Background: an optimization exercise with open tools, aiming at small area, a short achievable clock period and few clock cycles per item. Do not read the settings as production practice.
Where RTL was checked, it was by simulation tests only, not by an equivalence proof against the original.
No activity file was given, so power comes from the tool's default toggle rates.

==> flow/design.v (excerpt) <==
module cordic #(
    parameter int Width = 16
) (
    input  logic             clk_i,
    input  logic             rst_i,
    input  logic             start_cordic_i,
    input  logic [Width-1:0] x0_i,
    input  logic [Width-1:0] y0_i,
    input  logic [Width-1:0] z0_i,
    output logic [Width-1:0] xn_o,
    output logic [Width-1:0] yn_o,
    output logic [Width-1:0] zn_o,
    output logic             done_tick_cordic_o
);
  function automatic logic [15:0] atan(input logic [3:0] i);
    case (i)
      4'd0: atan = 16'h2D00;
      4'd1: atan = 16'h1A91;
      4'd2: atan = 16'h0E09;
      4'd3: atan = 16'h0720;
      4'd4: atan = 16'h0394;
      4'd5: atan = 16'h01CA;
      4'd6: atan = 16'h00E5;
      4'd7: atan = 16'h0073;
      4'd8: atan = 16'h0039;
      4'd9: atan = 16'h001D;
      4'd10: atan = 16'h000E;
      4'd11: atan = 16'h0007;
      4'd12: atan = 16'h0004;
      4'd13: atan = 16'h0002;
      4'd14: atan = 16'h0001;
      default: atan = 16'h0000;
    endcase
  endfunction
  function automatic logic [15:0] asr(input logic [15:0] v, input int k);
    for (int b = 0; b < 16; b++) asr[b] = (b + k > 15) ? v[15] : v[b + k];
  endfunction
  logic [15:0] x_q, y_q, z_q;
  logic        busy_q;   
  logic        done_q;
  logic neg;
  assign neg = z_q[15];
  logic [15:0] xi, yi;   
  assign xi = x_q;
  assign yi = y_q;
  logic [15:0] xs, ys, az;
  logic [3:0] lo_q, hi_q;
  logic       last;
  assign last = hi_q[3] & lo_q[2];
  logic [15:0] xl, yl;
  always_comb begin
    xl = 16'd0;
    yl = 16'd0;
    for (int i = 0; i < 4; i++) begin
      xl = xl | ({16{lo_q[i]}} & asr(xi, i));
      yl = yl | ({16{lo_q[i]}} & asr(yi, i));
    end
    xs = 16'd0;
    ys = 16'd0;
    for (int i = 0; i < 4; i++) begin
      xs = xs | ({16{hi_q[i]}} & asr(xl, (4 * i)));
      ys = ys | ({16{hi_q[i]}} & asr(yl, (4 * i)));
    end
    az = 16'd0;
    for (int i = 0; i < 15; i++) begin
      az = az | ({16{hi_q[i/4] & lo_q[i%4]}} & atan(i));
    end
  end
  logic [15:0] x_d, y_d, z_d, azi;
  logic        cx, cy, cz;
  assign cx  = ~neg & busy_q;
  ...
For scale: roughly 1300 cells after synthesis, about 58 flip-flops, ~100 I/O pins, roughly 6700 sq um of cells after synthesis.
export LEC_CHECK = 0
export ABC_AREA = 1
export CAP_MARGIN = 20
export CORE_MARGIN = 2
export CORE_UTILIZATION = 60
export SETUP_SLACK_MARGIN = 2.6
export SLEW_MARGIN = 20
create_clock -name core_clock -period 5.5 [get_ports {clk_i}]
standard.sh (not shown) runs the stock make flow with config.mk's settings and CLKGATE_MAP_FILE= SYNTH_SCRIPT=/design/flow/synth_recipe.tcl, a recipe that flattens the netlist after the stock synthesis.
==> flow/flow/run.sh <==
#!/bin/bash
# The standard layout (the standard.sh), with two changes:
#  - synthesis maps additions to ordinary logic cells (ADDER_MAP_FILE empty,
#    so Yosys does not extract full/half-adder cells); registers are unchanged;
#  - the port buffers that placement inserts are the smallest buffer cell,
#    sky130_fd_sc_hd__buf_1, instead of the one OpenROAD picks by default.
#    Every input and output port still gets its buffer.
# Full output in standard.log.
set -euo pipefail
export ADDER_MAP_FILE=
export BUFFER_PORTS_ARGS="-buffer_cell sky130_fd_sc_hd__buf_1"
bash standard.sh > standard.log 2>&1
Testbench counts at the start, summed over its fixed seeds: cycles 8,200, items 512.
Edit:
--- a/flow/design.v
+++ b/flow/design.v
@@ -38,35 +38,36 @@
   logic [15:0] x_q, y_q, z_q;
   logic        busy_q;   
   logic        done_q;
   logic neg;
   assign neg = z_q[15];
   logic [15:0] xi, yi;   
   assign xi = x_q;
   assign yi = y_q;
   logic [15:0] xs, ys, az;
   logic [3:0] lo_q, hi_q;
+  logic [3:0] loy_q, hiy_q;   
   logic       last;
   assign last = hi_q[3] & lo_q[2];
   logic [15:0] xl, yl;
   always_comb begin
     xl = 16'd0;
     yl = 16'd0;
     for (int i = 0; i < 4; i++) begin
       xl = xl | ({16{lo_q[i]}} & asr(xi, i));
-      yl = yl | ({16{lo_q[i]}} & asr(yi, i));
+      yl = yl | ({16{loy_q[i]}} & asr(yi, i));
     end
     xs = 16'd0;
     ys = 16'd0;
     for (int i = 0; i < 4; i++) begin
       xs = xs | ({16{hi_q[i]}} & asr(xl, (4 * i)));
-      ys = ys | ({16{hi_q[i]}} & asr(yl, (4 * i)));
+      ys = ys | ({16{hiy_q[i]}} & asr(yl, (4 * i)));
     end
     az = 16'd0;
     for (int i = 0; i < 15; i++) begin
       az = az | ({16{hi_q[i/4] & lo_q[i%4]}} & atan(i));
     end
   end
   logic [15:0] x_d, y_d, z_d, azi;
   logic        cx, cy, cz;
   assign cx  = ~neg & busy_q;
   assign cy  = neg & busy_q;
@@ -438,15 +439,27 @@
       lo_q <= 4'd1;
       hi_q <= 4'd1;
     end else if (!busy_q || last) begin
       lo_q <= 4'd0;
       hi_q <= 4'd0;
     end else begin
       lo_q <= {lo_q[2:0], lo_q[3]};
       if (lo_q[3]) hi_q <= {hi_q[2:0], 1'b0};
     end
   end
+  always_ff @(posedge clk_i) begin
+    if (start_cordic_i) begin
+      loy_q <= 4'd1;
+      hiy_q <= 4'd1;
+    end else if (!busy_q || (hiy_q[3] & loy_q[2])) begin
+      loy_q <= 4'd0;
+      hiy_q <= 4'd0;
+    end else begin
+      loy_q <= {loy_q[2:0], loy_q[3]};
+      if (loy_q[3]) hiy_q <= {hiy_q[2:0], 1'b0};
+    end
+  end
   assign xn_o = x_q;
   assign yn_o = y_q;
   assign zn_o = z_q;
   assign done_tick_cordic_o = done_q;
 endmodule
Outcome: Final area increases by a few percent. Fmax went up slightly. Wire length came out higher by a few percent. Worst setup slack improves by 0.0097 ns. Register-to-register slack is about the same. Count of clock-buffer cells in the layout is unchanged. Final cell count rises slightly. Die area climbs by a few percent. Worst hold slack is worse by 0.016 ns. Total power rises by a few percent. Clock power climbs by a quarter to a third. Critical path depth is lower by 1. Core utilization fell by 0.47 points. Clock skew is about the same.
Only the layout flow was run in the second run of this note; the RTL was not checked for function there.

separate check: timing with driven ports:
No port has a modelled driver above. Below, the same layouts with a new extraction and two added sets of constraints. Step 1, drivers: a clkbuf_16 drives clk_i and a buf_2 each remaining input, both assumed. Step 2 adds t to the input delays and takes it off the output delays; t is the mean of the earliest and latest rising clock arrival at the registers after step 1. Input paths then give back, and output paths get back, about the clock's delay inside the block. Slacks: ideal ports / drivers / drivers and shift; pairs: ideal ports / drivers.
run | t, ns | setup slack, ns | worst hold slack (ns) | worst setup path after step 2
the first run | 0.393 | 2.881 / 2.881 / 2.539 | 0.531 / 0.531 / 0.531 | input to register
the second run | 0.382 | 2.890 / 2.890 / 2.634 | 0.515 / 0.515 / 0.515 | input to register
After both steps setup and hold are still met in every run listed. For the first run, which loses most, drivers alone change the setup slack by 0.000 ns; drivers and shift together by -0.342 ns.
